This is an optimization exercise on Yosys and OpenROAD, whose aim is small area, not a production implementation. In this exercise RTL edits were held to simulation tests only and were not proved equivalent to the original. The clock port is modelled as an ideal driver; clocking choices that lean on that would not hold on a real chip.

==> wip/umber <==
## pintest
module pintest 
(
	input wire			CLK100_P,
	input wire			rst,  
	output wire[8:0]	D2IO_n,
	output wire[8:0]	D2IO_p,
	output wire[4:0]	D2I_n,
	output wire[4:0]	D2I_p,
	output wire[5:0]	D3IO_n,
	input wire			TestClock,
	output wire			D3IO_n7,  
	output wire[7:0]	D3IO_p,
	output wire[7:0]	D3I_n,
	output wire[7:0]	D3I_p,
	output wire[7:0]	D6IO_n,
	output wire[7:0]	D6IO_p,
	output wire[7:0]	D6I_n,
	output wire[7:0]	D6I_p,
	output wire[3:0]	LED,
	output wire[7:0]	S0,
	output wire[11:0]	S1,
	output wire[6:0]	S8,
	output wire[0:0]	S6
);
localparam GND = 7'd23;  
reg [6:0]  pos_out;      
reg        inc;          
reg [2:0]  sync_testclk;
reg        last_testclk;
reg        por;          
reg [19:0] tmo;          
reg [17:0] blink;        
reg        led1;
wire tmo_mid  = &tmo[18:1];
wire tmo_ones = tmo_mid & tmo[0];
wire timeout  = tmo_ones & tmo[19];
wire reset    = por | timeout;
wire clr      = rst | por;             
wire edge_tc  = sync_testclk[0] & ~last_testclk;
wire por_end  = tmo_mid & tmo[19] & ~tmo[0] & ~last_testclk;
wire [6:0] pos = (reset | por_end) ? 7'd0 : pos_out + {6'd0, inc};
always @(posedge CLK100_P)
begin
	por <= rst | (por & ~tmo_ones);
	if (rst)
		tmo <= 20'hDB6FF;              
	else if (sync_testclk[0])
		tmo <= 20'hFFFFE;              
	else
		tmo <= {tmo[18:0], ~(tmo[19] ^ tmo[2]) | (tmo_ones & ~por)};
	sync_testclk <= clr ? 3'b0 : {TestClock, sync_testclk[2:1]};
	last_testclk <= sync_testclk[0] & ~timeout;
	inc     <= edge_tc & ~reset;
	pos_out <= clr ? GND : pos;
	if (clr) begin
		blink <= 18'h3FFFE;
		led1  <= 1'b0;
	end else begin
		blink <= {blink[16:0], ~(blink[17] ^ blink[10]) ^ (&blink[16:0])};
		led1  <= led1 ^ (&blink);
	end
end
assign LED[0] = por;
assign LED[1] = led1;
assign LED[2] = ~reset;
  ...
Settings: LEC_CHECK=0, CAP_MARGIN=20, CORE_MARGIN=2, CORE_UTILIZATION=40, SLEW_MARGIN=20; clock period 10.0 ns.
run.sh (not shown) runs the stock make flow with config.mk's settings and CLKGATE_MAP_FILE= SYNTH_SCRIPT=/design/flow/synth_recipe.tcl, a recipe that flattens the netlist after the stock synthesis.
==> inputs of wip/lagoon, as changes to wip/umber <==
--- a/flow/design.v
+++ b/flow/design.v
@@ -20,47 +20,58 @@
 	output wire[7:0]	S0,
 	output wire[11:0]	S1,
 	output wire[6:0]	S8,
 	output wire[0:0]	S6
 );
-localparam GND = 7'd23;  
+localparam GND = 7'd96;  
+localparam [19:0] TMO_INV   = 20'h55555;
+localparam [17:0] BLINK_INV = 18'h00000;
+localparam [2:0]  SYNC_INV  = 3'b111;
+localparam        INC_INV   = 1'b0;
+localparam        LAST_INV  = 1'b0;
 reg [6:0]  pos_out;      
-reg        inc;          
-reg [2:0]  sync_testclk;
-reg        last_testclk;
-reg        por;          
-reg [19:0] tmo;          
-reg [17:0] blink;        
+reg        inc_q;        
+reg [2:0]  sync_q;
+reg        last_q;
+reg [19:0] tmo_q;        
+reg [17:0] blink_q;      
 reg        led1;
+wire [2:0]  sync_testclk = sync_q ^ SYNC_INV;
+wire        inc          = inc_q ^ INC_INV;
+wire        last_testclk = last_q ^ LAST_INV;
+wire [19:0] tmo   = tmo_q ^ TMO_INV;
+wire [17:0] blink = blink_q ^ BLINK_INV;
+wire por      = inc & ~last_testclk;
 wire tmo_mid  = &tmo[18:1];
 wire tmo_ones = tmo_mid & tmo[0];
 wire timeout  = tmo_ones & tmo[19];
 wire reset    = por | timeout;
 wire clr      = rst | por;             
 wire edge_tc  = sync_testclk[0] & ~last_testclk;
 wire por_end  = tmo_mid & tmo[19] & ~tmo[0] & ~last_testclk;
-wire [6:0] pos = (reset | por_end) ? 7'd0 : pos_out + {6'd0, inc};
+wire [6:0] carry = {inc & (&pos_out[5:0]), inc & (&pos_out[4:0]), inc & (&pos_out[3:0]),
+                    inc & (&pos_out[2:0]), inc & (&pos_out[1:0]), inc & pos_out[0], inc};
+wire [6:0] pos = (reset | por_end) ? 7'd0 : pos_out ^ carry;
+reg [19:0] tmo_next;
+always @*
+begin
+	if (rst)
+		tmo_next = 20'hDB6FF;          
+	else if (sync_testclk[0] & ~por)
+		tmo_next = 20'hFFFFE;          
+	else
+		tmo_next = {tmo[18:0], ~(tmo[19] ^ tmo[2]) | (tmo_ones & ~por)};
+end
 always @(posedge CLK100_P)
 begin
-	por <= rst | (por & ~tmo_ones);
-	if (rst)
-		tmo <= 20'hDB6FF;              
-	else if (sync_testclk[0])
-		tmo <= 20'hFFFFE;              
-	else
-		tmo <= {tmo[18:0], ~(tmo[19] ^ tmo[2]) | (tmo_ones & ~por)};
-	sync_testclk <= clr ? 3'b0 : {TestClock, sync_testclk[2:1]};
-	last_testclk <= sync_testclk[0] & ~timeout;
-	inc     <= edge_tc & ~reset;
+	tmo_q <= tmo_next ^ TMO_INV;
+	sync_q <= {~clr & TestClock, sync_testclk[2:1]} ^ SYNC_INV;
+	last_q <= (~clr & sync_testclk[0] & ~timeout) ^ LAST_INV;
+	inc_q  <= (rst | (por & ~tmo_ones) | (edge_tc & ~reset)) ^ INC_INV;
 	pos_out <= clr ? GND : pos;
-	if (clr) begin
-		blink <= 18'h3FFFE;
-		led1  <= 1'b0;
-	end else begin
-		blink <= {blink[16:0], ~(blink[17] ^ blink[10]) ^ (&blink[16:0])};
-		led1  <= led1 ^ (&blink);
-	end
+	blink_q <= {blink[16:0], clr | (~(blink[17] ^ blink[10]) ^ (&blink[16:0]))} ^ BLINK_INV;
+	led1    <= ~clr & (led1 ^ (~blink[17] & (&blink[16:0])));
 end
 assign LED[0] = por;
 assign LED[1] = led1;
 assign LED[2] = ~reset;
 assign LED[3] = pos[0];
==> flow/flow/run.sh (new file) <==
#!/bin/bash
set -euo pipefail
here=$(pwd)
cat > "$here/flow_synth.tcl" <<EOF
proc abc {args} {
  set i [lsearch -exact \$args -script]
  if { \$i >= 0 } { set args [lreplace \$args [expr {\$i + 1}] [expr {\$i + 1}] $here/flow/abc_area.script] }
  yosys abc {*}\$args
}
source $here/synth_recipe.tcl
EOF
sed "s|SYNTH_SCRIPT=[^ ]*|SYNTH_SCRIPT=$here/flow_synth.tcl ADDER_MAP_FILE=|" standard.sh > flow_standard.sh
export BUFFER_PORTS_ARGS="-buffer_cell sky130_fd_sc_hd__buf_1"
export CTS_ARGS="-sink_clustering_enable -repair_clock_nets -dont_use_dummy_load -buf_list {sky130_fd_sc_hd__clkbuf_4} -root_buf sky130_fd_sc_hd__clkbuf_4"
export POST_CTS_TCL="$here/flow/post_cts.tcl"
export POST_CTS_SLEW=0.110
bash flow_standard.sh > flow.log 2>&1
==> flow/flow/abc_area.script (new file) <==
&get -n
&deepsyn -I 4 -J 50
&put
map -a
topo
==> flow/flow/post_cts.tcl (new file) <==
# Runs at the end of ORFS's CTS step (POST_CTS_TCL).
set block [ord::get_db_block]
set root [$block findInst clkbuf_0_CLK100_P]
set innet [[$root findITerm A] getNet]
set rootnet [[$root findITerm X] getNet]
set loads {}
foreach it [$rootnet getITerms] {
  if { [$it getInst] != $root } { lappend loads $it }
}
if { [llength $loads] <= 4 } {
  foreach it $loads { $it disconnect; $it connect $innet }
  [$root findITerm A] disconnect
  [$root findITerm X] disconnect
  odb::dbInst_destroy $root
  odb::dbNet_destroy $rootnet
  puts "post_cts: removed root clock buffer, port drives [llength $loads] buffers"
} else {
  puts "post_cts: root clock buffer kept, it drives [llength $loads] pins"
  return
}

proc leaf_worst_slew { inst } {
  set worst 0
  set leafnet [[$inst findITerm X] getNet]
  foreach sink [$leafnet getITerms] {
    if { [$sink getInst] == $inst } { continue }
    set pin [get_pins [[$sink getInst] getName]/[[$sink getMTerm] getName]]
    foreach rf {rise fall} {
      set s [get_property $pin slew_max_$rf]
      if { $s > $worst } { set worst $s }
    }
  }
  return $worst
}

set leaves {}
foreach it [$innet getITerms] {
  set inst [$it getInst]
  if { [string match "sky130_fd_sc_hd__*buf_*" [[$inst getMaster] getName]] } { lappend leaves $inst }
}
foreach inst $leaves { $inst swapMaster [[ord::get_db] findMaster sky130_fd_sc_hd__buf_4] }
estimate_parasitics -placement
foreach inst $leaves {
  set w [leaf_worst_slew $inst]
  if { $w > $::env(POST_CTS_SLEW) } {
    $inst swapMaster [[ord::get_db] findMaster sky130_fd_sc_hd__buf_6]
  }
  puts "post_cts: [$inst getName] estimated sink slew with buf_4 $w, now [[$inst getMaster] getName]"
}
estimate_parasitics -placement
foreach inst $leaves {
  puts "post_cts: [$inst getName] [[$inst getMaster] getName] estimated sink slew [leaf_worst_slew $inst]"
}
==> flow/standard.sh (new file) <==
#!/bin/bash
# synth_recipe.tcl (not shown) runs the flow's synth.tcl, then flattens the netlist and writes it again
# the make line also repeats each setting of config.mk as NAME=value (left out here)
make -C /OpenROAD-flow-scripts/flow DESIGN_CONFIG=/design/flow/config.mk WORK_HOME=/design/flow/orfs CLKGATE_MAP_FILE= SYNTH_SCRIPT=/design/flow/synth_recipe.tcl "${@:-finish}"
--- a/flow/config.mk
+++ b/flow/config.mk
@@ -5,7 +5,7 @@
 export SDC_FILE = /design/flow/constraint.sdc
 export NUM_CORES = 4
 export LEC_CHECK = 0
 export CAP_MARGIN = 20
 export CORE_MARGIN = 2
-export CORE_UTILIZATION = 40
+export CORE_UTILIZATION = 70
 export SLEW_MARGIN = 20
removed: flow/run.sh
==> comparison <==
wip/umber went through all stages and came out clean. wip/lagoon did not get past global placement.
Synthesized cell count: wip/umber is higher than wip/lagoon (15%).
Between wip/umber and wip/lagoon, the lower area after synthesis is in wip/lagoon (gap about 18%, measured against wip/lagoon).

## port drivers added, routing unchanged
No port has a modelled driver above. Below, the same layout with a new extraction and two added sets of constraints. Step 1: set_driving_cell puts a clkbuf_16 on CLK100_P and a buf_2 on each other input, an assumption about the parent block. Step 2, shift: input delay + t, output delay - t, t = (earliest + latest rising clock arrival at the registers) / 2. This alone moves slack from input paths to output paths. Three values: ideal, step 1, step 2; two values: the first two.
run: wip/umber
t (ns): 0.329
setup slack, ns: 5.755 / 5.729 / 5.789
worst data-port slew with drivers (ns): 0.03
After both steps setup and hold are still met in wip/umber. The setup slack of wip/umber moves by -0.026 ns with the drivers and by +0.034 ns with both steps.
